What follows belongs to an exercise in optimizing a design on an open flow for small area and a short achievable clock period; a production flow would make more cautious choices. At most, simulation tests tie the RTL to the original design; equivalence was not proved. Function not checked in run 2: the RTL went through the layout flow alone. Power figures rest on the tool's default switching activity, not on a simulated workload.

==> flow/design.v, too long to show whole: its modules and the start of the top module <==
// module pipeline_sum: 514 lines
module pipeline_sum (
    input clk,
    input [15:0] a, b,
    output [31:0] r
);
  // ...
==> flow/flow/run.sh <==
#!/bin/bash
set -euo pipefail
MARGIN=25.5
PLAT="$FLOW_HOME/platforms/sky130hd/config.mk"
BASE=$(sed -n '/^export DONT_USE_CELLS += /,/^#/p' "$PLAT" | grep -o 'sky130_fd_sc_hd__[a-z0-9_]*' | tr '\n' ' ')
EXTRA=""
for c in  maj3_1 maj3_2 maj3_4 fa_1 fa_2 fa_4 fah_1 fahcin_1 fahcon_1 ha_1 ha_2 ha_4; do
  EXTRA="$EXTRA sky130_fd_sc_hd__$c"
done
bash standard.sh SETUP_SLACK_MARGIN=$MARGIN SETUP_MOVE_SEQUENCE=sizeup,swap SKIP_GATE_CLONING=1 \
  "BUFFER_PORTS_ARGS=-buffer_cell sky130_fd_sc_hd__buf_1" \
  "DONT_USE_CELLS=$BASE$EXTRA" finish > make_finish.log 2>&1
==> flow/standard.sh <==
#!/bin/bash
# synth_recipe.tcl (not shown) runs the flow's synth.tcl, then flattens the netlist and writes it again
# the make line also repeats each setting of config.mk as NAME=value (left out here)
make -C /OpenROAD-flow-scripts/flow DESIGN_CONFIG=/design/flow/config.mk WORK_HOME=/design/flow/orfs CLKGATE_MAP_FILE= SYNTH_SCRIPT=/design/flow/synth_recipe.tcl "${@:-finish}"
==> flow/config.mk <==
export PLATFORM = sky130hd
export DESIGN_NAME = pipeline_sum
export DESIGN_NICKNAME = pipeline_sum
export VERILOG_FILES = /design/flow/design.v
export SDC_FILE = /design/flow/constraint.sdc
export NUM_CORES = 4
export LEC_CHECK = 0
export ABC_AREA = 1
export CAP_MARGIN = 20
export CORE_MARGIN = 2
export CORE_UTILIZATION = 55
export CTS_BUF_LIST = sky130_fd_sc_hd__clkbuf_8 sky130_fd_sc_hd__clkbuf_16
export SLEW_MARGIN = 20
==> flow/constraint.sdc <==
create_clock -name core_clock -period 36.0 [get_ports {clk}]
set_input_delay 7.2000 -clock core_clock [delete_from_list [all_inputs] [get_ports {clk}]]
set_output_delay 7.2000 -clock core_clock [all_outputs]
set_load 0.01 [all_outputs]
==> metrics.yaml, run 1 <==
setup_path:
  rrSetupSlack_ns: 26.63
  cp_data_arrival_time_ns: 9.68
yosys:
  yosys.area.top_type: "dfxtp_1"
  yosysTopAreaCellShare_pct: 19.8
  synth_top_family_by_area: "simple AND/OR/NAND/NOR gates"
  synth_most_common_cell: "nand2_1"
layout:
  fin_cells: 2112
  final_cell_mix: "nand2_1 (491), inv_1 (215), nor2_1 (208), nand3_1 (145), xor2_1 (111)"
  antenna_cells: 0
  dominant_cells: "multi-input combinational cells"
  final_nets: 1870
  final_common_cell: "nand2_1"
floorplanning:
  die_y_um: 147
  rows: 52
pwr:
  sequentialPower_w: 0.000147
  p_switching_w: 0.000160
  p_per_area_nw_per_um2: 34.0
  maxPowerGroup: "combinational cells"
  p_clk_share_pct: 25.5
  pwr-share-seq_pct: 36.8
  p_leak_nw: 5.91
  comb-power_w: 0.000151
grt:
  grt_pass1_vias: 9600
  grt_pass1_wl_mm: 45.8
  grt_usage_pct: 25.9
  met1_usage_pct: 33.4
  grt_max_degree: 28
route:
  topRoutingLayerUsed: "met4"
  wl_met1_mm: 12.8
  met2_length_mm: 13.1
sta:
  setup_viol: 0
  fin_crit_ns: 9.42
  setup_slack_ns: 26.58
status:
  status: "timing/DRC/antenna clean"
clock_network:
  cts_buffers: 9
place:
  place_ws_ns: 26.03
==> module pipeline_sum, before the edit <==
module pipeline_sum (
    input clk,
    input [15:0] a, b,
    output [31:0] r
);
  wire [0:0] s0_r15_t = a[15:15];
  wire s0_r15_hz = ~(|b[15:1]);
  wire [1:0] s0_r15_bo;
  assign s0_r15_bo[0] = 1'b0;
  assign s0_r15_bo[1] = (s0_r15_t[0] ^ b[0]) ? b[0] : s0_r15_bo[0];
  wire s0_r15_q = s0_r15_hz & ~s0_r15_bo[1];
  wire [0:0] s0_r15_d;
  assign s0_r15_d[0] = s0_r15_t[0] ^ (s0_r15_q & (b[0] ^ s0_r15_bo[0]));
  wire [15:0] s0_r15_ra = {s0_r15_d, a[14:0]};
  wire [1:0] s0_r14_t = s0_r15_ra[15:14];
  wire s0_r14_hz = ~(|b[15:2]);
  wire [2:0] s0_r14_bo;
  assign s0_r14_bo[0] = 1'b0;
  assign s0_r14_bo[1] = (s0_r14_t[0] ^ b[0]) ? b[0] : s0_r14_bo[0];
  assign s0_r14_bo[2] = (s0_r14_t[1] ^ b[1]) ? b[1] : s0_r14_bo[1];
  wire s0_r14_q = s0_r14_hz & ~s0_r14_bo[2];
  wire [1:0] s0_r14_d;
  assign s0_r14_d[0] = s0_r14_t[0] ^ (s0_r14_q & (b[0] ^ s0_r14_bo[0]));
  assign s0_r14_d[1] = s0_r14_t[1] ^ (s0_r14_q & (b[1] ^ s0_r14_bo[1]));
  wire [15:0] s0_r14_ra = {s0_r14_d, s0_r15_ra[13:0]};
  wire [2:0] s0_r13_t = s0_r14_ra[15:13];
  wire s0_r13_hz = ~(|b[15:3]);
  wire [3:0] s0_r13_bo;
  assign s0_r13_bo[0] = 1'b0;
  assign s0_r13_bo[1] = (s0_r13_t[0] ^ b[0]) ? b[0] : s0_r13_bo[0];
  assign s0_r13_bo[2] = (s0_r13_t[1] ^ b[1]) ? b[1] : s0_r13_bo[1];
  assign s0_r13_bo[3] = (s0_r13_t[2] ^ b[2]) ? b[2] : s0_r13_bo[2];
  wire s0_r13_q = s0_r13_hz & ~s0_r13_bo[3];
  wire [2:0] s0_r13_d;
  assign s0_r13_d[0] = s0_r13_t[0] ^ (s0_r13_q & (b[0] ^ s0_r13_bo[0]));
  assign s0_r13_d[1] = s0_r13_t[1] ^ (s0_r13_q & (b[1] ^ s0_r13_bo[1]));
  assign s0_r13_d[2] = s0_r13_t[2] ^ (s0_r13_q & (b[2] ^ s0_r13_bo[2]));
  wire [15:0] s0_r13_ra = {s0_r13_d, s0_r14_ra[12:0]};
  reg [15:0] ra_c1;
  reg [15:0] bb_c1;
  reg [2:0] ah_c1;
  reg q15_c1;
  reg q14_c1;
  reg q13_c1;
  always_ff @(posedge clk) begin
    ra_c1 <= s0_r13_ra;
    bb_c1 <= b;
    ah_c1 <= a[15:13];
    q15_c1 <= s0_r15_q;
    q14_c1 <= s0_r14_q;
    q13_c1 <= s0_r13_q;
  end
  wire [3:0] s1_r12_t = ra_c1[15:12];
  wire s1_r12_hz = ~(|bb_c1[15:4]);
  wire [4:0] s1_r12_bo;
  assign s1_r12_bo[0] = 1'b0;
  assign s1_r12_bo[1] = (s1_r12_t[0] ^ bb_c1[0]) ? bb_c1[0] : s1_r12_bo[0];
  assign s1_r12_bo[2] = (s1_r12_t[1] ^ bb_c1[1]) ? bb_c1[1] : s1_r12_bo[1];
  assign s1_r12_bo[3] = (s1_r12_t[2] ^ bb_c1[2]) ? bb_c1[2] : s1_r12_bo[2];
  assign s1_r12_bo[4] = (s1_r12_t[3] ^ bb_c1[3]) ? bb_c1[3] : s1_r12_bo[3];
  wire s1_r12_q = s1_r12_hz & ~s1_r12_bo[4];
  wire [3:0] s1_r12_d;
  assign s1_r12_d[0] = s1_r12_t[0] ^ (s1_r12_q & (bb_c1[0] ^ s1_r12_bo[0]));
  assign s1_r12_d[1] = s1_r12_t[1] ^ (s1_r12_q & (bb_c1[1] ^ s1_r12_bo[1]));
  assign s1_r12_d[2] = s1_r12_t[2] ^ (s1_r12_q & (bb_c1[2] ^ s1_r12_bo[2]));
  assign s1_r12_d[3] = s1_r12_t[3] ^ (s1_r12_q & (bb_c1[3] ^ s1_r12_bo[3]));
  wire [15:0] s1_r12_ra = {s1_r12_d, ra_c1[11:0]};
  wire [4:0] s1_r11_t = s1_r12_ra[15:11];
  wire s1_r11_hz = ~(|bb_c1[15:5]);
  wire [5:0] s1_r11_bo;
  assign s1_r11_bo[0] = 1'b0;
  assign s1_r11_bo[1] = (s1_r11_t[0] ^ bb_c1[0]) ? bb_c1[0] : s1_r11_bo[0];
  assign s1_r11_bo[2] = (s1_r11_t[1] ^ bb_c1[1]) ? bb_c1[1] : s1_r11_bo[1];
  assign s1_r11_bo[3] = (s1_r11_t[2] ^ bb_c1[2]) ? bb_c1[2] : s1_r11_bo[2];
  assign s1_r11_bo[4] = (s1_r11_t[3] ^ bb_c1[3]) ? bb_c1[3] : s1_r11_bo[3];
  assign s1_r11_bo[5] = (s1_r11_t[4] ^ bb_c1[4]) ? bb_c1[4] : s1_r11_bo[4];
  wire s1_r11_q = s1_r11_hz & ~s1_r11_bo[5];
  wire [4:0] s1_r11_d;
  assign s1_r11_d[0] = s1_r11_t[0] ^ (s1_r11_q & (bb_c1[0] ^ s1_r11_bo[0]));
  assign s1_r11_d[1] = s1_r11_t[1] ^ (s1_r11_q & (bb_c1[1] ^ s1_r11_bo[1]));
  assign s1_r11_d[2] = s1_r11_t[2] ^ (s1_r11_q & (bb_c1[2] ^ s1_r11_bo[2]));
  assign s1_r11_d[3] = s1_r11_t[3] ^ (s1_r11_q & (bb_c1[3] ^ s1_r11_bo[3]));
  assign s1_r11_d[4] = s1_r11_t[4] ^ (s1_r11_q & (bb_c1[4] ^ s1_r11_bo[4]));
  wire [15:0] s1_r11_ra = {s1_r11_d, s1_r12_ra[10:0]};
  wire [5:0] s1_r10_t = s1_r11_ra[15:10];
  wire s1_r10_hz = ~(|bb_c1[15:6]);
  wire [6:0] s1_r10_bo;
  assign s1_r10_bo[0] = 1'b0;
  assign s1_r10_bo[1] = (s1_r10_t[0] ^ bb_c1[0]) ? bb_c1[0] : s1_r10_bo[0];
  assign s1_r10_bo[2] = (s1_r10_t[1] ^ bb_c1[1]) ? bb_c1[1] : s1_r10_bo[1];
  assign s1_r10_bo[3] = (s1_r10_t[2] ^ bb_c1[2]) ? bb_c1[2] : s1_r10_bo[2];
  assign s1_r10_bo[4] = (s1_r10_t[3] ^ bb_c1[3]) ? bb_c1[3] : s1_r10_bo[3];
  assign s1_r10_bo[5] = (s1_r10_t[4] ^ bb_c1[4]) ? bb_c1[4] : s1_r10_bo[4];
  assign s1_r10_bo[6] = (s1_r10_t[5] ^ bb_c1[5]) ? bb_c1[5] : s1_r10_bo[5];
  wire s1_r10_q = s1_r10_hz & ~s1_r10_bo[6];
  wire [5:0] s1_r10_d;
  assign s1_r10_d[0] = s1_r10_t[0] ^ (s1_r10_q & (bb_c1[0] ^ s1_r10_bo[0]));
  assign s1_r10_d[1] = s1_r10_t[1] ^ (s1_r10_q & (bb_c1[1] ^ s1_r10_bo[1]));
  assign s1_r10_d[2] = s1_r10_t[2] ^ (s1_r10_q & (bb_c1[2] ^ s1_r10_bo[2]));
  assign s1_r10_d[3] = s1_r10_t[3] ^ (s1_r10_q & (bb_c1[3] ^ s1_r10_bo[3]));
  assign s1_r10_d[4] = s1_r10_t[4] ^ (s1_r10_q & (bb_c1[4] ^ s1_r10_bo[4]));
  assign s1_r10_d[5] = s1_r10_t[5] ^ (s1_r10_q & (bb_c1[5] ^ s1_r10_bo[5]));
  wire [15:0] s1_r10_ra = {s1_r10_d, s1_r11_ra[9:0]};
  wire [6:0] s1_r9_t = s1_r10_ra[15:9];
  wire s1_r9_hz = ~(|bb_c1[15:7]);
  wire [7:0] s1_r9_bo;
  assign s1_r9_bo[0] = 1'b0;
  assign s1_r9_bo[1] = (s1_r9_t[0] ^ bb_c1[0]) ? bb_c1[0] : s1_r9_bo[0];
  assign s1_r9_bo[2] = (s1_r9_t[1] ^ bb_c1[1]) ? bb_c1[1] : s1_r9_bo[1];
  assign s1_r9_bo[3] = (s1_r9_t[2] ^ bb_c1[2]) ? bb_c1[2] : s1_r9_bo[2];
  assign s1_r9_bo[4] = (s1_r9_t[3] ^ bb_c1[3]) ? bb_c1[3] : s1_r9_bo[3];
  assign s1_r9_bo[5] = (s1_r9_t[4] ^ bb_c1[4]) ? bb_c1[4] : s1_r9_bo[4];
  assign s1_r9_bo[6] = (s1_r9_t[5] ^ bb_c1[5]) ? bb_c1[5] : s1_r9_bo[5];
  assign s1_r9_bo[7] = (s1_r9_t[6] ^ bb_c1[6]) ? bb_c1[6] : s1_r9_bo[6];
  wire s1_r9_q = s1_r9_hz & ~s1_r9_bo[7];
  wire [6:0] s1_r9_d;
  assign s1_r9_d[0] = s1_r9_t[0] ^ (s1_r9_q & (bb_c1[0] ^ s1_r9_bo[0]));
  assign s1_r9_d[1] = s1_r9_t[1] ^ (s1_r9_q & (bb_c1[1] ^ s1_r9_bo[1]));
  assign s1_r9_d[2] = s1_r9_t[2] ^ (s1_r9_q & (bb_c1[2] ^ s1_r9_bo[2]));
  assign s1_r9_d[3] = s1_r9_t[3] ^ (s1_r9_q & (bb_c1[3] ^ s1_r9_bo[3]));
  assign s1_r9_d[4] = s1_r9_t[4] ^ (s1_r9_q & (bb_c1[4] ^ s1_r9_bo[4]));
  assign s1_r9_d[5] = s1_r9_t[5] ^ (s1_r9_q & (bb_c1[5] ^ s1_r9_bo[5]));
  assign s1_r9_d[6] = s1_r9_t[6] ^ (s1_r9_q & (bb_c1[6] ^ s1_r9_bo[6]));
  wire [15:0] s1_r9_ra = {s1_r9_d, s1_r10_ra[8:0]};
  wire [7:0] s1_r8_t = s1_r9_ra[15:8];
  wire s1_r8_hz = ~(|bb_c1[15:8]);
  wire [8:0] s1_r8_bo;
  assign s1_r8_bo[0] = 1'b0;
  assign s1_r8_bo[1] = (s1_r8_t[0] ^ bb_c1[0]) ? bb_c1[0] : s1_r8_bo[0];
  assign s1_r8_bo[2] = (s1_r8_t[1] ^ bb_c1[1]) ? bb_c1[1] : s1_r8_bo[1];
  assign s1_r8_bo[3] = (s1_r8_t[2] ^ bb_c1[2]) ? bb_c1[2] : s1_r8_bo[2];
  assign s1_r8_bo[4] = (s1_r8_t[3] ^ bb_c1[3]) ? bb_c1[3] : s1_r8_bo[3];
  assign s1_r8_bo[5] = (s1_r8_t[4] ^ bb_c1[4]) ? bb_c1[4] : s1_r8_bo[4];
  assign s1_r8_bo[6] = (s1_r8_t[5] ^ bb_c1[5]) ? bb_c1[5] : s1_r8_bo[5];
  assign s1_r8_bo[7] = (s1_r8_t[6] ^ bb_c1[6]) ? bb_c1[6] : s1_r8_bo[6];
  assign s1_r8_bo[8] = (s1_r8_t[7] ^ bb_c1[7]) ? bb_c1[7] : s1_r8_bo[7];
  wire s1_r8_q = s1_r8_hz & ~s1_r8_bo[8];
  wire [7:0] s1_r8_d;
  assign s1_r8_d[0] = s1_r8_t[0] ^ (s1_r8_q & (bb_c1[0] ^ s1_r8_bo[0]));
  assign s1_r8_d[1] = s1_r8_t[1] ^ (s1_r8_q & (bb_c1[1] ^ s1_r8_bo[1]));
  assign s1_r8_d[2] = s1_r8_t[2] ^ (s1_r8_q & (bb_c1[2] ^ s1_r8_bo[2]));
  assign s1_r8_d[3] = s1_r8_t[3] ^ (s1_r8_q & (bb_c1[3] ^ s1_r8_bo[3]));
  assign s1_r8_d[4] = s1_r8_t[4] ^ (s1_r8_q & (bb_c1[4] ^ s1_r8_bo[4]));
  assign s1_r8_d[5] = s1_r8_t[5] ^ (s1_r8_q & (bb_c1[5] ^ s1_r8_bo[5]));
  assign s1_r8_d[6] = s1_r8_t[6] ^ (s1_r8_q & (bb_c1[6] ^ s1_r8_bo[6]));
  assign s1_r8_d[7] = s1_r8_t[7] ^ (s1_r8_q & (bb_c1[7] ^ s1_r8_bo[7]));
  wire [15:0] s1_r8_ra = {s1_r8_d, s1_r9_ra[7:0]};
  wire [8:0] s1_r7_t = s1_r8_ra[15:7];
  wire s1_r7_hz = ~(|bb_c1[15:9]);
  wire [9:0] s1_r7_bo;
  assign s1_r7_bo[0] = 1'b0;
  assign s1_r7_bo[1] = (s1_r7_t[0] ^ bb_c1[0]) ? bb_c1[0] : s1_r7_bo[0];
  assign s1_r7_bo[2] = (s1_r7_t[1] ^ bb_c1[1]) ? bb_c1[1] : s1_r7_bo[1];
  assign s1_r7_bo[3] = (s1_r7_t[2] ^ bb_c1[2]) ? bb_c1[2] : s1_r7_bo[2];
  assign s1_r7_bo[4] = (s1_r7_t[3] ^ bb_c1[3]) ? bb_c1[3] : s1_r7_bo[3];
  assign s1_r7_bo[5] = (s1_r7_t[4] ^ bb_c1[4]) ? bb_c1[4] : s1_r7_bo[4];
  assign s1_r7_bo[6] = (s1_r7_t[5] ^ bb_c1[5]) ? bb_c1[5] : s1_r7_bo[5];
  assign s1_r7_bo[7] = (s1_r7_t[6] ^ bb_c1[6]) ? bb_c1[6] : s1_r7_bo[6];
  assign s1_r7_bo[8] = (s1_r7_t[7] ^ bb_c1[7]) ? bb_c1[7] : s1_r7_bo[7];
  assign s1_r7_bo[9] = (s1_r7_t[8] ^ bb_c1[8]) ? bb_c1[8] : s1_r7_bo[8];
  wire s1_r7_q = s1_r7_hz & ~s1_r7_bo[9];
  wire [8:0] s1_r7_d;
  assign s1_r7_d[0] = s1_r7_t[0] ^ (s1_r7_q & (bb_c1[0] ^ s1_r7_bo[0]));
  assign s1_r7_d[1] = s1_r7_t[1] ^ (s1_r7_q & (bb_c1[1] ^ s1_r7_bo[1]));
  assign s1_r7_d[2] = s1_r7_t[2] ^ (s1_r7_q & (bb_c1[2] ^ s1_r7_bo[2]));
  assign s1_r7_d[3] = s1_r7_t[3] ^ (s1_r7_q & (bb_c1[3] ^ s1_r7_bo[3]));
  assign s1_r7_d[4] = s1_r7_t[4] ^ (s1_r7_q & (bb_c1[4] ^ s1_r7_bo[4]));
  assign s1_r7_d[5] = s1_r7_t[5] ^ (s1_r7_q & (bb_c1[5] ^ s1_r7_bo[5]));
  assign s1_r7_d[6] = s1_r7_t[6] ^ (s1_r7_q & (bb_c1[6] ^ s1_r7_bo[6]));
  assign s1_r7_d[7] = s1_r7_t[7] ^ (s1_r7_q & (bb_c1[7] ^ s1_r7_bo[7]));
  assign s1_r7_d[8] = s1_r7_t[8] ^ (s1_r7_q & (bb_c1[8] ^ s1_r7_bo[8]));
  wire [15:0] s1_r7_ra = {s1_r7_d, s1_r8_ra[6:0]};
  wire [9:0] s1_r6_t = s1_r7_ra[15:6];
  wire s1_r6_hz = ~(|bb_c1[15:10]);
  wire [10:0] s1_r6_bo;
  assign s1_r6_bo[0] = 1'b0;
  assign s1_r6_bo[1] = (s1_r6_t[0] ^ bb_c1[0]) ? bb_c1[0] : s1_r6_bo[0];
  assign s1_r6_bo[2] = (s1_r6_t[1] ^ bb_c1[1]) ? bb_c1[1] : s1_r6_bo[1];
  assign s1_r6_bo[3] = (s1_r6_t[2] ^ bb_c1[2]) ? bb_c1[2] : s1_r6_bo[2];
  assign s1_r6_bo[4] = (s1_r6_t[3] ^ bb_c1[3]) ? bb_c1[3] : s1_r6_bo[3];
  assign s1_r6_bo[5] = (s1_r6_t[4] ^ bb_c1[4]) ? bb_c1[4] : s1_r6_bo[4];
  assign s1_r6_bo[6] = (s1_r6_t[5] ^ bb_c1[5]) ? bb_c1[5] : s1_r6_bo[5];
  assign s1_r6_bo[7] = (s1_r6_t[6] ^ bb_c1[6]) ? bb_c1[6] : s1_r6_bo[6];
  assign s1_r6_bo[8] = (s1_r6_t[7] ^ bb_c1[7]) ? bb_c1[7] : s1_r6_bo[7];
  assign s1_r6_bo[9] = (s1_r6_t[8] ^ bb_c1[8]) ? bb_c1[8] : s1_r6_bo[8];
  assign s1_r6_bo[10] = (s1_r6_t[9] ^ bb_c1[9]) ? bb_c1[9] : s1_r6_bo[9];
  wire s1_r6_q = s1_r6_hz & ~s1_r6_bo[10];
  wire [9:0] s1_r6_d;
  assign s1_r6_d[0] = s1_r6_t[0] ^ (s1_r6_q & (bb_c1[0] ^ s1_r6_bo[0]));
  assign s1_r6_d[1] = s1_r6_t[1] ^ (s1_r6_q & (bb_c1[1] ^ s1_r6_bo[1]));
  assign s1_r6_d[2] = s1_r6_t[2] ^ (s1_r6_q & (bb_c1[2] ^ s1_r6_bo[2]));
  assign s1_r6_d[3] = s1_r6_t[3] ^ (s1_r6_q & (bb_c1[3] ^ s1_r6_bo[3]));
  assign s1_r6_d[4] = s1_r6_t[4] ^ (s1_r6_q & (bb_c1[4] ^ s1_r6_bo[4]));
  assign s1_r6_d[5] = s1_r6_t[5] ^ (s1_r6_q & (bb_c1[5] ^ s1_r6_bo[5]));
  assign s1_r6_d[6] = s1_r6_t[6] ^ (s1_r6_q & (bb_c1[6] ^ s1_r6_bo[6]));
  assign s1_r6_d[7] = s1_r6_t[7] ^ (s1_r6_q & (bb_c1[7] ^ s1_r6_bo[7]));
  assign s1_r6_d[8] = s1_r6_t[8] ^ (s1_r6_q & (bb_c1[8] ^ s1_r6_bo[8]));
  assign s1_r6_d[9] = s1_r6_t[9] ^ (s1_r6_q & (bb_c1[9] ^ s1_r6_bo[9]));
  wire [15:0] s1_r6_ra = {s1_r6_d, s1_r7_ra[5:0]};
  wire [10:0] s1_r5_t = s1_r6_ra[15:5];
  wire s1_r5_hz = ~(|bb_c1[15:11]);
  wire [11:0] s1_r5_bo;
  assign s1_r5_bo[0] = 1'b0;
  assign s1_r5_bo[1] = (s1_r5_t[0] ^ bb_c1[0]) ? bb_c1[0] : s1_r5_bo[0];
  assign s1_r5_bo[2] = (s1_r5_t[1] ^ bb_c1[1]) ? bb_c1[1] : s1_r5_bo[1];
  assign s1_r5_bo[3] = (s1_r5_t[2] ^ bb_c1[2]) ? bb_c1[2] : s1_r5_bo[2];
  assign s1_r5_bo[4] = (s1_r5_t[3] ^ bb_c1[3]) ? bb_c1[3] : s1_r5_bo[3];
  assign s1_r5_bo[5] = (s1_r5_t[4] ^ bb_c1[4]) ? bb_c1[4] : s1_r5_bo[4];
  assign s1_r5_bo[6] = (s1_r5_t[5] ^ bb_c1[5]) ? bb_c1[5] : s1_r5_bo[5];
  assign s1_r5_bo[7] = (s1_r5_t[6] ^ bb_c1[6]) ? bb_c1[6] : s1_r5_bo[6];
  assign s1_r5_bo[8] = (s1_r5_t[7] ^ bb_c1[7]) ? bb_c1[7] : s1_r5_bo[7];
  assign s1_r5_bo[9] = (s1_r5_t[8] ^ bb_c1[8]) ? bb_c1[8] : s1_r5_bo[8];
  assign s1_r5_bo[10] = (s1_r5_t[9] ^ bb_c1[9]) ? bb_c1[9] : s1_r5_bo[9];
  assign s1_r5_bo[11] = (s1_r5_t[10] ^ bb_c1[10]) ? bb_c1[10] : s1_r5_bo[10];
  wire s1_r5_q = s1_r5_hz & ~s1_r5_bo[11];
  wire [10:0] s1_r5_d;
  assign s1_r5_d[0] = s1_r5_t[0] ^ (s1_r5_q & (bb_c1[0] ^ s1_r5_bo[0]));
  assign s1_r5_d[1] = s1_r5_t[1] ^ (s1_r5_q & (bb_c1[1] ^ s1_r5_bo[1]));
  assign s1_r5_d[2] = s1_r5_t[2] ^ (s1_r5_q & (bb_c1[2] ^ s1_r5_bo[2]));
  assign s1_r5_d[3] = s1_r5_t[3] ^ (s1_r5_q & (bb_c1[3] ^ s1_r5_bo[3]));
  assign s1_r5_d[4] = s1_r5_t[4] ^ (s1_r5_q & (bb_c1[4] ^ s1_r5_bo[4]));
  assign s1_r5_d[5] = s1_r5_t[5] ^ (s1_r5_q & (bb_c1[5] ^ s1_r5_bo[5]));
  assign s1_r5_d[6] = s1_r5_t[6] ^ (s1_r5_q & (bb_c1[6] ^ s1_r5_bo[6]));
  assign s1_r5_d[7] = s1_r5_t[7] ^ (s1_r5_q & (bb_c1[7] ^ s1_r5_bo[7]));
  assign s1_r5_d[8] = s1_r5_t[8] ^ (s1_r5_q & (bb_c1[8] ^ s1_r5_bo[8]));
  assign s1_r5_d[9] = s1_r5_t[9] ^ (s1_r5_q & (bb_c1[9] ^ s1_r5_bo[9]));
  assign s1_r5_d[10] = s1_r5_t[10] ^ (s1_r5_q & (bb_c1[10] ^ s1_r5_bo[10]));
  wire [15:0] s1_r5_ra = {s1_r5_d, s1_r6_ra[4:0]};
  reg [15:0] ra_c2;
  reg [15:0] bb_c2;
  reg [10:0] ah_c2;
  reg q15_c2;
  reg q14_c2;
  reg q13_c2;
  reg q12_c2;
  reg q11_c2;
  reg q10_c2;
  reg q9_c2;
  reg q8_c2;
  reg q7_c2;
  reg q6_c2;
  reg q5_c2;
  always_ff @(posedge clk) begin
    ra_c2 <= s1_r5_ra;
    bb_c2 <= bb_c1;
    ah_c2 <= {ah_c1, ra_c1[12:5]};
    q15_c2 <= q15_c1;
    q14_c2 <= q14_c1;
    q13_c2 <= q13_c1;
    q12_c2 <= s1_r12_q;
    q11_c2 <= s1_r11_q;
    q10_c2 <= s1_r10_q;
    q9_c2 <= s1_r9_q;
    q8_c2 <= s1_r8_q;
    q7_c2 <= s1_r7_q;
    q6_c2 <= s1_r6_q;
    q5_c2 <= s1_r5_q;
  end
  wire [15:0] xa = {ah_c2, ra_c2[4:0]};
  wire [15:0] sh = (bb_c2[15:4] == 12'd0) ? (xa << bb_c2[3:0]) : 16'd0;
  wire [17:0] xs = {2'b0, xa | bb_c2} + {2'b0, xa ^ bb_c2} + {2'b0, sh};
  wire [17:0] ym2 = xs + {1'b0, 1'b0, q15_c2, q14_c2, q13_c2, q12_c2, q11_c2, q10_c2, q9_c2, q8_c2, q7_c2, q6_c2, q5_c2, 1'b0, 1'b0, 1'b0, 1'b0, 1'b0};
  wire [11:0] s2_r4_t = ra_c2[15:4];
  wire s2_r4_hz = ~(|bb_c2[15:12]);
  wire [12:0] s2_r4_bo;
  assign s2_r4_bo[0] = 1'b0;
  assign s2_r4_bo[1] = (s2_r4_t[0] ^ bb_c2[0]) ? bb_c2[0] : s2_r4_bo[0];
  assign s2_r4_bo[2] = (s2_r4_t[1] ^ bb_c2[1]) ? bb_c2[1] : s2_r4_bo[1];
  assign s2_r4_bo[3] = (s2_r4_t[2] ^ bb_c2[2]) ? bb_c2[2] : s2_r4_bo[2];
  assign s2_r4_bo[4] = (s2_r4_t[3] ^ bb_c2[3]) ? bb_c2[3] : s2_r4_bo[3];
  assign s2_r4_bo[5] = (s2_r4_t[4] ^ bb_c2[4]) ? bb_c2[4] : s2_r4_bo[4];
  assign s2_r4_bo[6] = (s2_r4_t[5] ^ bb_c2[5]) ? bb_c2[5] : s2_r4_bo[5];
  assign s2_r4_bo[7] = (s2_r4_t[6] ^ bb_c2[6]) ? bb_c2[6] : s2_r4_bo[6];
  assign s2_r4_bo[8] = (s2_r4_t[7] ^ bb_c2[7]) ? bb_c2[7] : s2_r4_bo[7];
  assign s2_r4_bo[9] = (s2_r4_t[8] ^ bb_c2[8]) ? bb_c2[8] : s2_r4_bo[8];
  assign s2_r4_bo[10] = (s2_r4_t[9] ^ bb_c2[9]) ? bb_c2[9] : s2_r4_bo[9];
  assign s2_r4_bo[11] = (s2_r4_t[10] ^ bb_c2[10]) ? bb_c2[10] : s2_r4_bo[10];
  assign s2_r4_bo[12] = (s2_r4_t[11] ^ bb_c2[11]) ? bb_c2[11] : s2_r4_bo[11];
  wire [12:6] s2_r4_s_gu;
  assign s2_r4_s_gu[6] = 1'b0;
  assign s2_r4_s_gu[7] = (s2_r4_t[6] ^ bb_c2[6]) ? bb_c2[6] : s2_r4_s_gu[6];
  assign s2_r4_s_gu[8] = (s2_r4_t[7] ^ bb_c2[7]) ? bb_c2[7] : s2_r4_s_gu[7];
  assign s2_r4_s_gu[9] = (s2_r4_t[8] ^ bb_c2[8]) ? bb_c2[8] : s2_r4_s_gu[8];
  assign s2_r4_s_gu[10] = (s2_r4_t[9] ^ bb_c2[9]) ? bb_c2[9] : s2_r4_s_gu[9];
  assign s2_r4_s_gu[11] = (s2_r4_t[10] ^ bb_c2[10]) ? bb_c2[10] : s2_r4_s_gu[10];
  assign s2_r4_s_gu[12] = (s2_r4_t[11] ^ bb_c2[11]) ? bb_c2[11] : s2_r4_s_gu[11];
  wire s2_r4_s_pu = ~(|(s2_r4_t[11:6] ^ {bb_c2[11], bb_c2[10], bb_c2[9], bb_c2[8], bb_c2[7], bb_c2[6]}));
  wire s2_r4_bf = s2_r4_s_gu[12] | (s2_r4_s_pu & s2_r4_bo[6]);
  wire s2_r4_q = s2_r4_hz & ~s2_r4_bf;
  wire [11:0] s2_r4_d;
  assign s2_r4_d[0] = s2_r4_t[0] ^ (s2_r4_q & (bb_c2[0] ^ s2_r4_bo[0]));
  assign s2_r4_d[1] = s2_r4_t[1] ^ (s2_r4_q & (bb_c2[1] ^ s2_r4_bo[1]));
  assign s2_r4_d[2] = s2_r4_t[2] ^ (s2_r4_q & (bb_c2[2] ^ s2_r4_bo[2]));
  assign s2_r4_d[3] = s2_r4_t[3] ^ (s2_r4_q & (bb_c2[3] ^ s2_r4_bo[3]));
  assign s2_r4_d[4] = s2_r4_t[4] ^ (s2_r4_q & (bb_c2[4] ^ s2_r4_bo[4]));
  assign s2_r4_d[5] = s2_r4_t[5] ^ (s2_r4_q & (bb_c2[5] ^ s2_r4_bo[5]));
  assign s2_r4_d[6] = s2_r4_t[6] ^ (s2_r4_q & (bb_c2[6] ^ s2_r4_bo[6]));
  assign s2_r4_d[7] = s2_r4_t[7] ^ (s2_r4_q & (bb_c2[7] ^ s2_r4_bo[7]));
  assign s2_r4_d[8] = s2_r4_t[8] ^ (s2_r4_q & (bb_c2[8] ^ s2_r4_bo[8]));
  assign s2_r4_d[9] = s2_r4_t[9] ^ (s2_r4_q & (bb_c2[9] ^ s2_r4_bo[9]));
  assign s2_r4_d[10] = s2_r4_t[10] ^ (s2_r4_q & (bb_c2[10] ^ s2_r4_bo[10]));
  assign s2_r4_d[11] = s2_r4_t[11] ^ (s2_r4_q & (bb_c2[11] ^ s2_r4_bo[11]));
  wire [15:0] s2_r4_ra = {s2_r4_d, ra_c2[3:0]};
  wire [12:0] s2_r3_t = s2_r4_ra[15:3];
  wire s2_r3_hz = ~(|bb_c2[15:13]);
  wire [13:0] s2_r3_bo;
  assign s2_r3_bo[0] = 1'b0;
  assign s2_r3_bo[1] = (s2_r3_t[0] ^ bb_c2[0]) ? bb_c2[0] : s2_r3_bo[0];
  assign s2_r3_bo[2] = (s2_r3_t[1] ^ bb_c2[1]) ? bb_c2[1] : s2_r3_bo[1];
  assign s2_r3_bo[3] = (s2_r3_t[2] ^ bb_c2[2]) ? bb_c2[2] : s2_r3_bo[2];
  assign s2_r3_bo[4] = (s2_r3_t[3] ^ bb_c2[3]) ? bb_c2[3] : s2_r3_bo[3];
  assign s2_r3_bo[5] = (s2_r3_t[4] ^ bb_c2[4]) ? bb_c2[4] : s2_r3_bo[4];
  assign s2_r3_bo[6] = (s2_r3_t[5] ^ bb_c2[5]) ? bb_c2[5] : s2_r3_bo[5];
  assign s2_r3_bo[7] = (s2_r3_t[6] ^ bb_c2[6]) ? bb_c2[6] : s2_r3_bo[6];
  assign s2_r3_bo[8] = (s2_r3_t[7] ^ bb_c2[7]) ? bb_c2[7] : s2_r3_bo[7];
  assign s2_r3_bo[9] = (s2_r3_t[8] ^ bb_c2[8]) ? bb_c2[8] : s2_r3_bo[8];
  assign s2_r3_bo[10] = (s2_r3_t[9] ^ bb_c2[9]) ? bb_c2[9] : s2_r3_bo[9];
  assign s2_r3_bo[11] = (s2_r3_t[10] ^ bb_c2[10]) ? bb_c2[10] : s2_r3_bo[10];
  assign s2_r3_bo[12] = (s2_r3_t[11] ^ bb_c2[11]) ? bb_c2[11] : s2_r3_bo[11];
  assign s2_r3_bo[13] = (s2_r3_t[12] ^ bb_c2[12]) ? bb_c2[12] : s2_r3_bo[12];
  wire [13:6] s2_r3_s_gu;
  assign s2_r3_s_gu[6] = 1'b0;
  assign s2_r3_s_gu[7] = (s2_r3_t[6] ^ bb_c2[6]) ? bb_c2[6] : s2_r3_s_gu[6];
  assign s2_r3_s_gu[8] = (s2_r3_t[7] ^ bb_c2[7]) ? bb_c2[7] : s2_r3_s_gu[7];
  assign s2_r3_s_gu[9] = (s2_r3_t[8] ^ bb_c2[8]) ? bb_c2[8] : s2_r3_s_gu[8];
  assign s2_r3_s_gu[10] = (s2_r3_t[9] ^ bb_c2[9]) ? bb_c2[9] : s2_r3_s_gu[9];
  assign s2_r3_s_gu[11] = (s2_r3_t[10] ^ bb_c2[10]) ? bb_c2[10] : s2_r3_s_gu[10];
  assign s2_r3_s_gu[12] = (s2_r3_t[11] ^ bb_c2[11]) ? bb_c2[11] : s2_r3_s_gu[11];
  assign s2_r3_s_gu[13] = (s2_r3_t[12] ^ bb_c2[12]) ? bb_c2[12] : s2_r3_s_gu[12];
  wire s2_r3_s_pu = ~(|(s2_r3_t[12:6] ^ {bb_c2[12], bb_c2[11], bb_c2[10], bb_c2[9], bb_c2[8], bb_c2[7], bb_c2[6]}));
  wire s2_r3_bf = s2_r3_s_gu[13] | (s2_r3_s_pu & s2_r3_bo[6]);
  wire s2_r3_q = s2_r3_hz & ~s2_r3_bf;
  wire [12:0] s2_r3_d;
  assign s2_r3_d[0] = s2_r3_t[0] ^ (s2_r3_q & (bb_c2[0] ^ s2_r3_bo[0]));
  assign s2_r3_d[1] = s2_r3_t[1] ^ (s2_r3_q & (bb_c2[1] ^ s2_r3_bo[1]));
  assign s2_r3_d[2] = s2_r3_t[2] ^ (s2_r3_q & (bb_c2[2] ^ s2_r3_bo[2]));
  assign s2_r3_d[3] = s2_r3_t[3] ^ (s2_r3_q & (bb_c2[3] ^ s2_r3_bo[3]));
  assign s2_r3_d[4] = s2_r3_t[4] ^ (s2_r3_q & (bb_c2[4] ^ s2_r3_bo[4]));
  assign s2_r3_d[5] = s2_r3_t[5] ^ (s2_r3_q & (bb_c2[5] ^ s2_r3_bo[5]));
  assign s2_r3_d[6] = s2_r3_t[6] ^ (s2_r3_q & (bb_c2[6] ^ s2_r3_bo[6]));
  assign s2_r3_d[7] = s2_r3_t[7] ^ (s2_r3_q & (bb_c2[7] ^ s2_r3_bo[7]));
  assign s2_r3_d[8] = s2_r3_t[8] ^ (s2_r3_q & (bb_c2[8] ^ s2_r3_bo[8]));
  assign s2_r3_d[9] = s2_r3_t[9] ^ (s2_r3_q & (bb_c2[9] ^ s2_r3_bo[9]));
  assign s2_r3_d[10] = s2_r3_t[10] ^ (s2_r3_q & (bb_c2[10] ^ s2_r3_bo[10]));
  assign s2_r3_d[11] = s2_r3_t[11] ^ (s2_r3_q & (bb_c2[11] ^ s2_r3_bo[11]));
  assign s2_r3_d[12] = s2_r3_t[12] ^ (s2_r3_q & (bb_c2[12] ^ s2_r3_bo[12]));
  wire [15:0] s2_r3_ra = {s2_r3_d, s2_r4_ra[2:0]};
  wire [13:0] s2_r2_t = s2_r3_ra[15:2];
  wire s2_r2_hz = ~(|bb_c2[15:14]);
  wire [14:0] s2_r2_bo;
  assign s2_r2_bo[0] = 1'b0;
  assign s2_r2_bo[1] = (s2_r2_t[0] ^ bb_c2[0]) ? bb_c2[0] : s2_r2_bo[0];
  assign s2_r2_bo[2] = (s2_r2_t[1] ^ bb_c2[1]) ? bb_c2[1] : s2_r2_bo[1];
  assign s2_r2_bo[3] = (s2_r2_t[2] ^ bb_c2[2]) ? bb_c2[2] : s2_r2_bo[2];
  assign s2_r2_bo[4] = (s2_r2_t[3] ^ bb_c2[3]) ? bb_c2[3] : s2_r2_bo[3];
  assign s2_r2_bo[5] = (s2_r2_t[4] ^ bb_c2[4]) ? bb_c2[4] : s2_r2_bo[4];
  assign s2_r2_bo[6] = (s2_r2_t[5] ^ bb_c2[5]) ? bb_c2[5] : s2_r2_bo[5];
  assign s2_r2_bo[7] = (s2_r2_t[6] ^ bb_c2[6]) ? bb_c2[6] : s2_r2_bo[6];
  assign s2_r2_bo[8] = (s2_r2_t[7] ^ bb_c2[7]) ? bb_c2[7] : s2_r2_bo[7];
  assign s2_r2_bo[9] = (s2_r2_t[8] ^ bb_c2[8]) ? bb_c2[8] : s2_r2_bo[8];
  assign s2_r2_bo[10] = (s2_r2_t[9] ^ bb_c2[9]) ? bb_c2[9] : s2_r2_bo[9];
  assign s2_r2_bo[11] = (s2_r2_t[10] ^ bb_c2[10]) ? bb_c2[10] : s2_r2_bo[10];
  assign s2_r2_bo[12] = (s2_r2_t[11] ^ bb_c2[11]) ? bb_c2[11] : s2_r2_bo[11];
  assign s2_r2_bo[13] = (s2_r2_t[12] ^ bb_c2[12]) ? bb_c2[12] : s2_r2_bo[12];
  assign s2_r2_bo[14] = (s2_r2_t[13] ^ bb_c2[13]) ? bb_c2[13] : s2_r2_bo[13];
  wire [14:7] s2_r2_s_gu;
  assign s2_r2_s_gu[7] = 1'b0;
  assign s2_r2_s_gu[8] = (s2_r2_t[7] ^ bb_c2[7]) ? bb_c2[7] : s2_r2_s_gu[7];
  assign s2_r2_s_gu[9] = (s2_r2_t[8] ^ bb_c2[8]) ? bb_c2[8] : s2_r2_s_gu[8];
  assign s2_r2_s_gu[10] = (s2_r2_t[9] ^ bb_c2[9]) ? bb_c2[9] : s2_r2_s_gu[9];
  assign s2_r2_s_gu[11] = (s2_r2_t[10] ^ bb_c2[10]) ? bb_c2[10] : s2_r2_s_gu[10];
  assign s2_r2_s_gu[12] = (s2_r2_t[11] ^ bb_c2[11]) ? bb_c2[11] : s2_r2_s_gu[11];
  assign s2_r2_s_gu[13] = (s2_r2_t[12] ^ bb_c2[12]) ? bb_c2[12] : s2_r2_s_gu[12];
  assign s2_r2_s_gu[14] = (s2_r2_t[13] ^ bb_c2[13]) ? bb_c2[13] : s2_r2_s_gu[13];
  wire s2_r2_s_pu = ~(|(s2_r2_t[13:7] ^ {bb_c2[13], bb_c2[12], bb_c2[11], bb_c2[10], bb_c2[9], bb_c2[8], bb_c2[7]}));
  wire s2_r2_bf = s2_r2_s_gu[14] | (s2_r2_s_pu & s2_r2_bo[7]);
  wire s2_r2_q = s2_r2_hz & ~s2_r2_bf;
  wire [13:0] s2_r2_d;
  assign s2_r2_d[0] = s2_r2_t[0] ^ (s2_r2_q & (bb_c2[0] ^ s2_r2_bo[0]));
  assign s2_r2_d[1] = s2_r2_t[1] ^ (s2_r2_q & (bb_c2[1] ^ s2_r2_bo[1]));
  assign s2_r2_d[2] = s2_r2_t[2] ^ (s2_r2_q & (bb_c2[2] ^ s2_r2_bo[2]));
  assign s2_r2_d[3] = s2_r2_t[3] ^ (s2_r2_q & (bb_c2[3] ^ s2_r2_bo[3]));
  assign s2_r2_d[4] = s2_r2_t[4] ^ (s2_r2_q & (bb_c2[4] ^ s2_r2_bo[4]));
  assign s2_r2_d[5] = s2_r2_t[5] ^ (s2_r2_q & (bb_c2[5] ^ s2_r2_bo[5]));
  assign s2_r2_d[6] = s2_r2_t[6] ^ (s2_r2_q & (bb_c2[6] ^ s2_r2_bo[6]));
  assign s2_r2_d[7] = s2_r2_t[7] ^ (s2_r2_q & (bb_c2[7] ^ s2_r2_bo[7]));
  assign s2_r2_d[8] = s2_r2_t[8] ^ (s2_r2_q & (bb_c2[8] ^ s2_r2_bo[8]));
  assign s2_r2_d[9] = s2_r2_t[9] ^ (s2_r2_q & (bb_c2[9] ^ s2_r2_bo[9]));
  assign s2_r2_d[10] = s2_r2_t[10] ^ (s2_r2_q & (bb_c2[10] ^ s2_r2_bo[10]));
  assign s2_r2_d[11] = s2_r2_t[11] ^ (s2_r2_q & (bb_c2[11] ^ s2_r2_bo[11]));
  assign s2_r2_d[12] = s2_r2_t[12] ^ (s2_r2_q & (bb_c2[12] ^ s2_r2_bo[12]));
  assign s2_r2_d[13] = s2_r2_t[13] ^ (s2_r2_q & (bb_c2[13] ^ s2_r2_bo[13]));
  wire [15:0] s2_r2_ra = {s2_r2_d, s2_r3_ra[1:0]};
  wire [15:0] s2_x4_t = s2_r2_ra;
  wire [17:0] s2_x4_b1 = {2'b0, bb_c2};
  wire [17:0] s2_x4_b2 = {1'b0, bb_c2, 1'b0};
  wire [17:0] s2_x4_b3 = s2_x4_b1 + s2_x4_b2;
  wire [16:0] s2_x4_c1;
  assign s2_x4_c1[0] = 1'b0;
  assign s2_x4_c1[1] = (s2_x4_t[0] ^ s2_x4_b1[0]) ? s2_x4_b1[0] : s2_x4_c1[0];
  assign s2_x4_c1[2] = (s2_x4_t[1] ^ s2_x4_b1[1]) ? s2_x4_b1[1] : s2_x4_c1[1];
  assign s2_x4_c1[3] = (s2_x4_t[2] ^ s2_x4_b1[2]) ? s2_x4_b1[2] : s2_x4_c1[2];
  assign s2_x4_c1[4] = (s2_x4_t[3] ^ s2_x4_b1[3]) ? s2_x4_b1[3] : s2_x4_c1[3];
  assign s2_x4_c1[5] = (s2_x4_t[4] ^ s2_x4_b1[4]) ? s2_x4_b1[4] : s2_x4_c1[4];
  assign s2_x4_c1[6] = (s2_x4_t[5] ^ s2_x4_b1[5]) ? s2_x4_b1[5] : s2_x4_c1[5];
  assign s2_x4_c1[7] = (s2_x4_t[6] ^ s2_x4_b1[6]) ? s2_x4_b1[6] : s2_x4_c1[6];
  assign s2_x4_c1[8] = (s2_x4_t[7] ^ s2_x4_b1[7]) ? s2_x4_b1[7] : s2_x4_c1[7];
  assign s2_x4_c1[9] = (s2_x4_t[8] ^ s2_x4_b1[8]) ? s2_x4_b1[8] : s2_x4_c1[8];
  assign s2_x4_c1[10] = (s2_x4_t[9] ^ s2_x4_b1[9]) ? s2_x4_b1[9] : s2_x4_c1[9];
  assign s2_x4_c1[11] = (s2_x4_t[10] ^ s2_x4_b1[10]) ? s2_x4_b1[10] : s2_x4_c1[10];
  assign s2_x4_c1[12] = (s2_x4_t[11] ^ s2_x4_b1[11]) ? s2_x4_b1[11] : s2_x4_c1[11];
  assign s2_x4_c1[13] = (s2_x4_t[12] ^ s2_x4_b1[12]) ? s2_x4_b1[12] : s2_x4_c1[12];
  assign s2_x4_c1[14] = (s2_x4_t[13] ^ s2_x4_b1[13]) ? s2_x4_b1[13] : s2_x4_c1[13];
  assign s2_x4_c1[15] = (s2_x4_t[14] ^ s2_x4_b1[14]) ? s2_x4_b1[14] : s2_x4_c1[14];
  assign s2_x4_c1[16] = (s2_x4_t[15] ^ s2_x4_b1[15]) ? s2_x4_b1[15] : s2_x4_c1[15];
  wire [16:8] s2_x4_k1_gu;
  assign s2_x4_k1_gu[8] = 1'b0;
  assign s2_x4_k1_gu[9] = (s2_x4_t[8] ^ s2_x4_b1[8]) ? s2_x4_b1[8] : s2_x4_k1_gu[8];
  assign s2_x4_k1_gu[10] = (s2_x4_t[9] ^ s2_x4_b1[9]) ? s2_x4_b1[9] : s2_x4_k1_gu[9];
  assign s2_x4_k1_gu[11] = (s2_x4_t[10] ^ s2_x4_b1[10]) ? s2_x4_b1[10] : s2_x4_k1_gu[10];
  assign s2_x4_k1_gu[12] = (s2_x4_t[11] ^ s2_x4_b1[11]) ? s2_x4_b1[11] : s2_x4_k1_gu[11];
  assign s2_x4_k1_gu[13] = (s2_x4_t[12] ^ s2_x4_b1[12]) ? s2_x4_b1[12] : s2_x4_k1_gu[12];
  assign s2_x4_k1_gu[14] = (s2_x4_t[13] ^ s2_x4_b1[13]) ? s2_x4_b1[13] : s2_x4_k1_gu[13];
  assign s2_x4_k1_gu[15] = (s2_x4_t[14] ^ s2_x4_b1[14]) ? s2_x4_b1[14] : s2_x4_k1_gu[14];
  assign s2_x4_k1_gu[16] = (s2_x4_t[15] ^ s2_x4_b1[15]) ? s2_x4_b1[15] : s2_x4_k1_gu[15];
  wire s2_x4_k1_pu = ~(|(s2_x4_t[15:8] ^ {s2_x4_b1[15], s2_x4_b1[14], s2_x4_b1[13], s2_x4_b1[12], s2_x4_b1[11], s2_x4_b1[10], s2_x4_b1[9], s2_x4_b1[8]}));
  wire s2_x4_ge1 = ~(|s2_x4_b1[17:16]) & ~(s2_x4_k1_gu[16] | (s2_x4_k1_pu & s2_x4_c1[8]));
  wire [16:0] s2_x4_c2;
  assign s2_x4_c2[0] = 1'b0;
  assign s2_x4_c2[1] = (s2_x4_t[0] ^ s2_x4_b2[0]) ? s2_x4_b2[0] : s2_x4_c2[0];
  assign s2_x4_c2[2] = (s2_x4_t[1] ^ s2_x4_b2[1]) ? s2_x4_b2[1] : s2_x4_c2[1];
  assign s2_x4_c2[3] = (s2_x4_t[2] ^ s2_x4_b2[2]) ? s2_x4_b2[2] : s2_x4_c2[2];
  assign s2_x4_c2[4] = (s2_x4_t[3] ^ s2_x4_b2[3]) ? s2_x4_b2[3] : s2_x4_c2[3];
  assign s2_x4_c2[5] = (s2_x4_t[4] ^ s2_x4_b2[4]) ? s2_x4_b2[4] : s2_x4_c2[4];
  assign s2_x4_c2[6] = (s2_x4_t[5] ^ s2_x4_b2[5]) ? s2_x4_b2[5] : s2_x4_c2[5];
  assign s2_x4_c2[7] = (s2_x4_t[6] ^ s2_x4_b2[6]) ? s2_x4_b2[6] : s2_x4_c2[6];
  assign s2_x4_c2[8] = (s2_x4_t[7] ^ s2_x4_b2[7]) ? s2_x4_b2[7] : s2_x4_c2[7];
  assign s2_x4_c2[9] = (s2_x4_t[8] ^ s2_x4_b2[8]) ? s2_x4_b2[8] : s2_x4_c2[8];
  assign s2_x4_c2[10] = (s2_x4_t[9] ^ s2_x4_b2[9]) ? s2_x4_b2[9] : s2_x4_c2[9];
  assign s2_x4_c2[11] = (s2_x4_t[10] ^ s2_x4_b2[10]) ? s2_x4_b2[10] : s2_x4_c2[10];
  assign s2_x4_c2[12] = (s2_x4_t[11] ^ s2_x4_b2[11]) ? s2_x4_b2[11] : s2_x4_c2[11];
  assign s2_x4_c2[13] = (s2_x4_t[12] ^ s2_x4_b2[12]) ? s2_x4_b2[12] : s2_x4_c2[12];
  assign s2_x4_c2[14] = (s2_x4_t[13] ^ s2_x4_b2[13]) ? s2_x4_b2[13] : s2_x4_c2[13];
  assign s2_x4_c2[15] = (s2_x4_t[14] ^ s2_x4_b2[14]) ? s2_x4_b2[14] : s2_x4_c2[14];
  assign s2_x4_c2[16] = (s2_x4_t[15] ^ s2_x4_b2[15]) ? s2_x4_b2[15] : s2_x4_c2[15];
  wire [16:8] s2_x4_k2_gu;
  assign s2_x4_k2_gu[8] = 1'b0;
  assign s2_x4_k2_gu[9] = (s2_x4_t[8] ^ s2_x4_b2[8]) ? s2_x4_b2[8] : s2_x4_k2_gu[8];
  assign s2_x4_k2_gu[10] = (s2_x4_t[9] ^ s2_x4_b2[9]) ? s2_x4_b2[9] : s2_x4_k2_gu[9];
  assign s2_x4_k2_gu[11] = (s2_x4_t[10] ^ s2_x4_b2[10]) ? s2_x4_b2[10] : s2_x4_k2_gu[10];
  assign s2_x4_k2_gu[12] = (s2_x4_t[11] ^ s2_x4_b2[11]) ? s2_x4_b2[11] : s2_x4_k2_gu[11];
  assign s2_x4_k2_gu[13] = (s2_x4_t[12] ^ s2_x4_b2[12]) ? s2_x4_b2[12] : s2_x4_k2_gu[12];
  assign s2_x4_k2_gu[14] = (s2_x4_t[13] ^ s2_x4_b2[13]) ? s2_x4_b2[13] : s2_x4_k2_gu[13];
  assign s2_x4_k2_gu[15] = (s2_x4_t[14] ^ s2_x4_b2[14]) ? s2_x4_b2[14] : s2_x4_k2_gu[14];
  assign s2_x4_k2_gu[16] = (s2_x4_t[15] ^ s2_x4_b2[15]) ? s2_x4_b2[15] : s2_x4_k2_gu[15];
  wire s2_x4_k2_pu = ~(|(s2_x4_t[15:8] ^ {s2_x4_b2[15], s2_x4_b2[14], s2_x4_b2[13], s2_x4_b2[12], s2_x4_b2[11], s2_x4_b2[10], s2_x4_b2[9], s2_x4_b2[8]}));
  wire s2_x4_ge2 = ~(|s2_x4_b2[17:16]) & ~(s2_x4_k2_gu[16] | (s2_x4_k2_pu & s2_x4_c2[8]));
  wire [16:0] s2_x4_c3;
  assign s2_x4_c3[0] = 1'b0;
  assign s2_x4_c3[1] = (s2_x4_t[0] ^ s2_x4_b3[0]) ? s2_x4_b3[0] : s2_x4_c3[0];
  assign s2_x4_c3[2] = (s2_x4_t[1] ^ s2_x4_b3[1]) ? s2_x4_b3[1] : s2_x4_c3[1];
  assign s2_x4_c3[3] = (s2_x4_t[2] ^ s2_x4_b3[2]) ? s2_x4_b3[2] : s2_x4_c3[2];
  assign s2_x4_c3[4] = (s2_x4_t[3] ^ s2_x4_b3[3]) ? s2_x4_b3[3] : s2_x4_c3[3];
  assign s2_x4_c3[5] = (s2_x4_t[4] ^ s2_x4_b3[4]) ? s2_x4_b3[4] : s2_x4_c3[4];
  assign s2_x4_c3[6] = (s2_x4_t[5] ^ s2_x4_b3[5]) ? s2_x4_b3[5] : s2_x4_c3[5];
  assign s2_x4_c3[7] = (s2_x4_t[6] ^ s2_x4_b3[6]) ? s2_x4_b3[6] : s2_x4_c3[6];
  assign s2_x4_c3[8] = (s2_x4_t[7] ^ s2_x4_b3[7]) ? s2_x4_b3[7] : s2_x4_c3[7];
  assign s2_x4_c3[9] = (s2_x4_t[8] ^ s2_x4_b3[8]) ? s2_x4_b3[8] : s2_x4_c3[8];
  assign s2_x4_c3[10] = (s2_x4_t[9] ^ s2_x4_b3[9]) ? s2_x4_b3[9] : s2_x4_c3[9];
  assign s2_x4_c3[11] = (s2_x4_t[10] ^ s2_x4_b3[10]) ? s2_x4_b3[10] : s2_x4_c3[10];
  assign s2_x4_c3[12] = (s2_x4_t[11] ^ s2_x4_b3[11]) ? s2_x4_b3[11] : s2_x4_c3[11];
  assign s2_x4_c3[13] = (s2_x4_t[12] ^ s2_x4_b3[12]) ? s2_x4_b3[12] : s2_x4_c3[12];
  assign s2_x4_c3[14] = (s2_x4_t[13] ^ s2_x4_b3[13]) ? s2_x4_b3[13] : s2_x4_c3[13];
  assign s2_x4_c3[15] = (s2_x4_t[14] ^ s2_x4_b3[14]) ? s2_x4_b3[14] : s2_x4_c3[14];
  assign s2_x4_c3[16] = (s2_x4_t[15] ^ s2_x4_b3[15]) ? s2_x4_b3[15] : s2_x4_c3[15];
  wire [16:8] s2_x4_k3_gu;
  assign s2_x4_k3_gu[8] = 1'b0;
  assign s2_x4_k3_gu[9] = (s2_x4_t[8] ^ s2_x4_b3[8]) ? s2_x4_b3[8] : s2_x4_k3_gu[8];
  assign s2_x4_k3_gu[10] = (s2_x4_t[9] ^ s2_x4_b3[9]) ? s2_x4_b3[9] : s2_x4_k3_gu[9];
  assign s2_x4_k3_gu[11] = (s2_x4_t[10] ^ s2_x4_b3[10]) ? s2_x4_b3[10] : s2_x4_k3_gu[10];
  assign s2_x4_k3_gu[12] = (s2_x4_t[11] ^ s2_x4_b3[11]) ? s2_x4_b3[11] : s2_x4_k3_gu[11];
  assign s2_x4_k3_gu[13] = (s2_x4_t[12] ^ s2_x4_b3[12]) ? s2_x4_b3[12] : s2_x4_k3_gu[12];
  assign s2_x4_k3_gu[14] = (s2_x4_t[13] ^ s2_x4_b3[13]) ? s2_x4_b3[13] : s2_x4_k3_gu[13];
  assign s2_x4_k3_gu[15] = (s2_x4_t[14] ^ s2_x4_b3[14]) ? s2_x4_b3[14] : s2_x4_k3_gu[14];
  assign s2_x4_k3_gu[16] = (s2_x4_t[15] ^ s2_x4_b3[15]) ? s2_x4_b3[15] : s2_x4_k3_gu[15];
  wire s2_x4_k3_pu = ~(|(s2_x4_t[15:8] ^ {s2_x4_b3[15], s2_x4_b3[14], s2_x4_b3[13], s2_x4_b3[12], s2_x4_b3[11], s2_x4_b3[10], s2_x4_b3[9], s2_x4_b3[8]}));
  wire s2_x4_ge3 = ~(|s2_x4_b3[17:16]) & ~(s2_x4_k3_gu[16] | (s2_x4_k3_pu & s2_x4_c3[8]));
  wire s2_x4_q1 = s2_x4_ge2;
  wire s2_x4_q0 = s2_x4_q1 ? s2_x4_ge3 : s2_x4_ge1;
  wire [10:0] ml = {1'b0, ym2[9:0]} + {1'b0, 1'b0, 1'b0, 1'b0, 1'b0, 1'b0, s2_r4_q, s2_r3_q, s2_r2_q, 1'b0, 1'b0};
  wire lc1 = ml[0] & s2_x4_q0;
  wire lc2 = (ml[1] & s2_x4_q1) | ((ml[1] | s2_x4_q1) & lc1);
  wire [10:0] lo7;
  assign lo7[0] = ml[0] ^ s2_x4_q0;
  assign lo7[1] = ml[1] ^ s2_x4_q1 ^ lc1;
  assign lo7[2] = ml[2] ^ (lc2 & (1'b1));
  assign lo7[3] = ml[3] ^ (lc2 & (&ml[2:2]));
  assign lo7[4] = ml[4] ^ (lc2 & (&ml[3:2]));
  assign lo7[5] = ml[5] ^ (lc2 & (&ml[4:2]));
  assign lo7[6] = ml[6] ^ (lc2 & (&ml[5:2]));
  assign lo7[7] = ml[7] ^ (lc2 & (&ml[6:2]));
  assign lo7[8] = ml[8] ^ (lc2 & (&ml[7:2]));
  assign lo7[9] = ml[9] ^ (lc2 & (&ml[8:2]));
  assign lo7[10] = ml[10] ^ (lc2 & (&ml[9:2]));
  wire [7:0] h0 = ym2[17:10];
  reg [10:0] lo_c3;
  reg [7:0] hi_c3;
  always_ff @(posedge clk) begin
    lo_c3 <= lo7;
    hi_c3 <= h0;
  end
  wire [7:0] hs = hi_c3 + {7'd0, lo_c3[10]};
  assign r = {14'd0, hs, lo_c3[9:0]};
endmodule
==> run 2, diff against run 1 <==
--- a/flow/design.v
+++ b/flow/design.v
@@ -488,8 +488,8 @@
   wire s2_x4_q1 = s2_x4_ge2;
   wire s2_x4_q0 = s2_x4_q1 ? s2_x4_ge3 : s2_x4_ge1;
-  wire [10:0] ml = {1'b0, ym2[9:0]} + {1'b0, 1'b0, 1'b0, 1'b0, 1'b0, 1'b0, s2_r4_q, s2_r3_q, s2_r2_q, 1'b0, 1'b0};
+  wire [12:0] ml = {1'b0, ym2[11:0]} + {1'b0, 1'b0, 1'b0, 1'b0, 1'b0, 1'b0, 1'b0, 1'b0, s2_r4_q, s2_r3_q, s2_r2_q, 1'b0, 1'b0};
   wire lc1 = ml[0] & s2_x4_q0;
   wire lc2 = (ml[1] & s2_x4_q1) | ((ml[1] | s2_x4_q1) & lc1);
-  wire [10:0] lo7;
+  wire [12:0] lo7;
   assign lo7[0] = ml[0] ^ s2_x4_q0;
   assign lo7[1] = ml[1] ^ s2_x4_q1 ^ lc1;
@@ -503,12 +503,14 @@
   assign lo7[9] = ml[9] ^ (lc2 & (&ml[8:2]));
   assign lo7[10] = ml[10] ^ (lc2 & (&ml[9:2]));
-  wire [7:0] h0 = ym2[17:10];
-  reg [10:0] lo_c3;
-  reg [7:0] hi_c3;
+  assign lo7[11] = ml[11] ^ (lc2 & (&ml[10:2]));
+  assign lo7[12] = ml[12] ^ (lc2 & (&ml[11:2]));
+  wire [5:0] h0 = ym2[17:12];
+  reg [12:0] lo_c3;
+  reg [5:0] hi_c3;
   always_ff @(posedge clk) begin
     lo_c3 <= lo7;
     hi_c3 <= h0;
   end
-  wire [7:0] hs = hi_c3 + {7'd0, lo_c3[10]};
-  assign r = {14'd0, hs, lo_c3[9:0]};
+  wire [5:0] hs = hi_c3 + {5'd0, lo_c3[12]};
+  assign r = {14'd0, hs, lo_c3[11:0]};
 endmodule
--- a/flow/flow/run.sh
+++ b/flow/flow/run.sh
@@ -5,5 +5,5 @@
 BASE=$(sed -n '/^export DONT_USE_CELLS += /,/^#/p' "$PLAT" | grep -o 'sky130_fd_sc_hd__[a-z0-9_]*' | tr '\n' ' ')
 EXTRA=""
-for c in  maj3_1 maj3_2 maj3_4 fa_1 fa_2 fa_4 fah_1 fahcin_1 fahcon_1 ha_1 ha_2 ha_4; do
+for c in maj3_1 maj3_2 maj3_4 fa_1 fa_2 fa_4 fah_1 fahcin_1 fahcon_1 ha_1 ha_2 ha_4; do
   EXTRA="$EXTRA sky130_fd_sc_hd__$c"
 done
--- a/flow/config.mk
+++ b/flow/config.mk
@@ -10,4 +10,3 @@
 export CORE_MARGIN = 2
 export CORE_UTILIZATION = 55
-export CTS_BUF_LIST = sky130_fd_sc_hd__clkbuf_8 sky130_fd_sc_hd__clkbuf_16
 export SLEW_MARGIN = 20
==> metrics.yaml, run 2 <==
status:
  status: "timing/DRC/antenna clean"
yosys:
  ys_ff_latch: 111
  synth.area.top_cells: "dfxtp_1 (20%), nand2_1 (18%), xor2_1 (8.8%), inv_1 (7.2%), nor2_1 (6.8%)"
  synth_most_common_cell: "nand2_1"
  synthCells: 1867
  synth_edf_count: 0
  synthTopCellsByCount: "nand2_1 (534), inv_1 (219), nor2_1 (205)"
  yosysTopAreaCellShare_pct: 19.5  # -0.32 points
  ys_seq_area_share_pct: 19.5
  yosys.area.top_type: "dfxtp_1"
  syn_area_per_cell_um2: 6.10
  yosysWarnings: 1
  synth-main-ff-cell: "dfxtp_1"
  synth-async-reset-ratio_pct: 0
  synthesis.area_um2: 11400
  synth.distinct_cells: 69
clock_network:
  clock-root-buffer: "clkbuf_16"
  path_clk_slew_ns: 0.08
  cts.path.max_buffers: 2
  clk_latency_ns: 0.37
  clkSinkCount: 111
  post-cts-setup-buffer-count: 0
  cts_buffers: 9  # unchanged
  cts_tree: "yes"
  h-tree-depth: 3
layout:
  fin_cells: 2148  # +1.7%
  drive_gt1_share_pct: 11.1
  antenna_cells: 0  # unchanged
  final_cell_mix: "nand2_1 (534), inv_1 (218), nor2_1 (205), nand3_1 (138), xor2_1 (113)"
  final_nets: 1906  # +1.9%
  final_core_util_pct: 58.5
  seq_area_um2: 2230
  multi_input_area_um2: 7780
  synthToLayoutAreaGrowth_pct: 4.17
  final_common_cell: "nand2_1"
  finalInstanceArea_um2: 11900
  fillers: 2053
route:
  met2_length_mm: 13.2  # +0.75%
  dr.first_iter.drc_count: 570
  drc_errors: 0
  wl_met1_mm: 13.2  # +3.5%
  post_drt_wl_per_cell_um: 13.3
  topRoutingLayerUsed: "met4"
  drt-total-wl_mm: 28.5
  ant_nets: 0
  vias_per_cell: 5.06
  vias: 10900
  first_pass_iters: 7
  routed-wl-met3_mm: 1.43
sta:
  rsz0062_at_grt: "false"
  setup_viol: 0  # unchanged
  finalCritPeriodShare_pct: 26.5
  drv_slew: 0
  fin_crit_ns: 9.53  # +0.114 ns
  finalSetupTns_ns: 0
  worst_pin_slew_ns: 0.888
  hold_viol: 0
  fin_skew_ns: 0.0101
  slew_headroom_pct: 40.3
  fmax_mhz: 105
setup_path:
  required_ns: 36.28
  start_kind: "primary input"
  end_kind: "flop"
  crit_type: "in -> reg"
  cp_data_arrival_time_ns: 9.81  # +0.13 ns
  worstPathMaxFanout: 3
grt:
  grt_pass1_vias: 9650  # +0.52%
  antenna_found_initial: 0
  grt_usage_pct: 26.3  # +0.45 points
  grt_max_degree: 30  # +7.1%
  grt-ovfl-total: 0
  grt_pass1_wl_mm: 46.5  # +1.5%
place:
  place_area_um2: 11500
  dp_hpwl_mm: 23.2
  io_buffers: 50
  placed_cells: 2132
  place_congestion: 0.945
floorplanning:
  dieArea_um2: 21900
  initial_core_util_pct: 56.1
  io_pins: 65
  rows: 52  # unchanged
  die_w_um: 148
  core_um2: 20300
  die_y_um: 148  # +0.78%
pwr:
  total_power_w: 0.000403
  vdd_drop_max_mv: 0.0213
  p_per_area_nw_per_um2: 33.9  # -0.21%
  p_leak_nw: 5.99  # +1.4%
flow_run:
  max-cap-violations: 0
min_path:
  hp-class: "reg -> reg"
run 2: cell types whose count changed in the layout (fill, tap and decap cells not counted), sizes merged, moves of 4 or more:
cell / delta
nand2: +36
a21oi: -5
o221ai: -7
inv: +13
or2: +5
clkinv: -4
o21ai: +9
xor2: +5
o211ai: +4
nand4: -5
run 2: final timing paths:
path / startpoint / end / slack, ns / cells after the start
max: b[9] / ra_c1[13] / 26.47 / 17
min: ra_c1[0] / ra_c2[0] / 0.33 / 0
max reg2reg: bb_c1[7] / ra_c2[5] / 26.52 / 86
min reg2reg: ra_c1[0] / ra_c2[0] / 0.33 / 0
run 2: per-stage QoR:
stage	hold WS, ns	worst slack (ns)
floorplan	0.310	26.74
global placement	0.310	26.09
detailed placement	0.312	26.05
CTS	0.331	26.09
global route	0.338	25.54
finish	0.329	26.47
run 2: cell families (layout without fill, tap and decap cells):
family	count (synthesis)	count (layout)	share of synthesized area, %
xor gates and xnor gates	166	166	14.5
AOI/OAI and AO/OA	198	198	10.7
other	1	14	0.0329
muxes	1	1	0.0878
buffers and inverters	331	329	13.0
and+or+nand+nor	1059	1059	42.2
DFF	111	111	19.5
run 2: critical path, cell delays in order:
cell and delay, ns:
buf_1 0.08, nor4_1 0.34, nand4_1 0.30, nor2_1 0.22, nand2_1 0.09, o21ai_0 0.14, inv_1 0.06, nor2_1 0.08
nor2_1 0.06, nand2_1 0.05, nand2_1 0.07, a21oi_1 0.13, inv_1 0.06, or2_2 0.28, a21boi_0 0.33, nand2_1 0.11
xnor2_1 0.21
run 2: final cells by class:
type | count | area share, %
Clock buffer | 10 | 2.01
Clock inverter | 6 | 0.548
Inverter | 256 | 8.24
Multi-Input combinational cell | 1438 | 65.6
Sequential cell | 111 | 18.8
Tap cell | 270 | 2.85
Timing Repair Buffer | 57 | 2.02
run 2: routing by layer:
layer,GRT usage (%),up-vias
li1,-,5835
met1,34.3,4763
met2,45.1,239
met3,3.73,42
met4,8.10,0
met5,0,-
run 2: timing repair:
| item | 4_1_cts | 5_1_grt |
|---|---|---|
| hold buffers | 0 | 0 |
| resized for setup | 0 | 10 |
| setup endpoints to repair | 0 | 22 |
run 2: report_power, final:
part           total, W  switching, W  internal, W
Clock          0.000104     0.0000525    0.0000513
Sequential     0.000147     0.0000117     0.000135
Combinational  0.000152     0.0000976    0.0000544

what the ideal ports hide:
Ports are ideal in the flow. The routed layouts listed here were re-timed in OpenROAD. Step 1: set_driving_cell puts a clkbuf_16 on clk and a buf_2 on each other input, an assumption about the parent block. Step 2 also shifts input and output timing later by t, the mid clock arrival at the registers, as if the neighbouring blocks saw the same clock. Three values: ideal, step 1, step 2; two values: the first two.
run | shift t [ns] | setup WS [ns] | worst setup path after step 2 | worst data-port slew with drivers (ns)
run 1 | 0.401 | 26.584 / 26.609 / 26.208 | input to register | 0.03
run 2 | 0.406 | 26.470 / 26.495 / 26.088 | input to register | 0.04
After both steps every run listed still meets setup and hold. For run 2, which loses most, drivers alone change the setup slack by +0.025 ns; drivers and shift together by -0.382 ns.
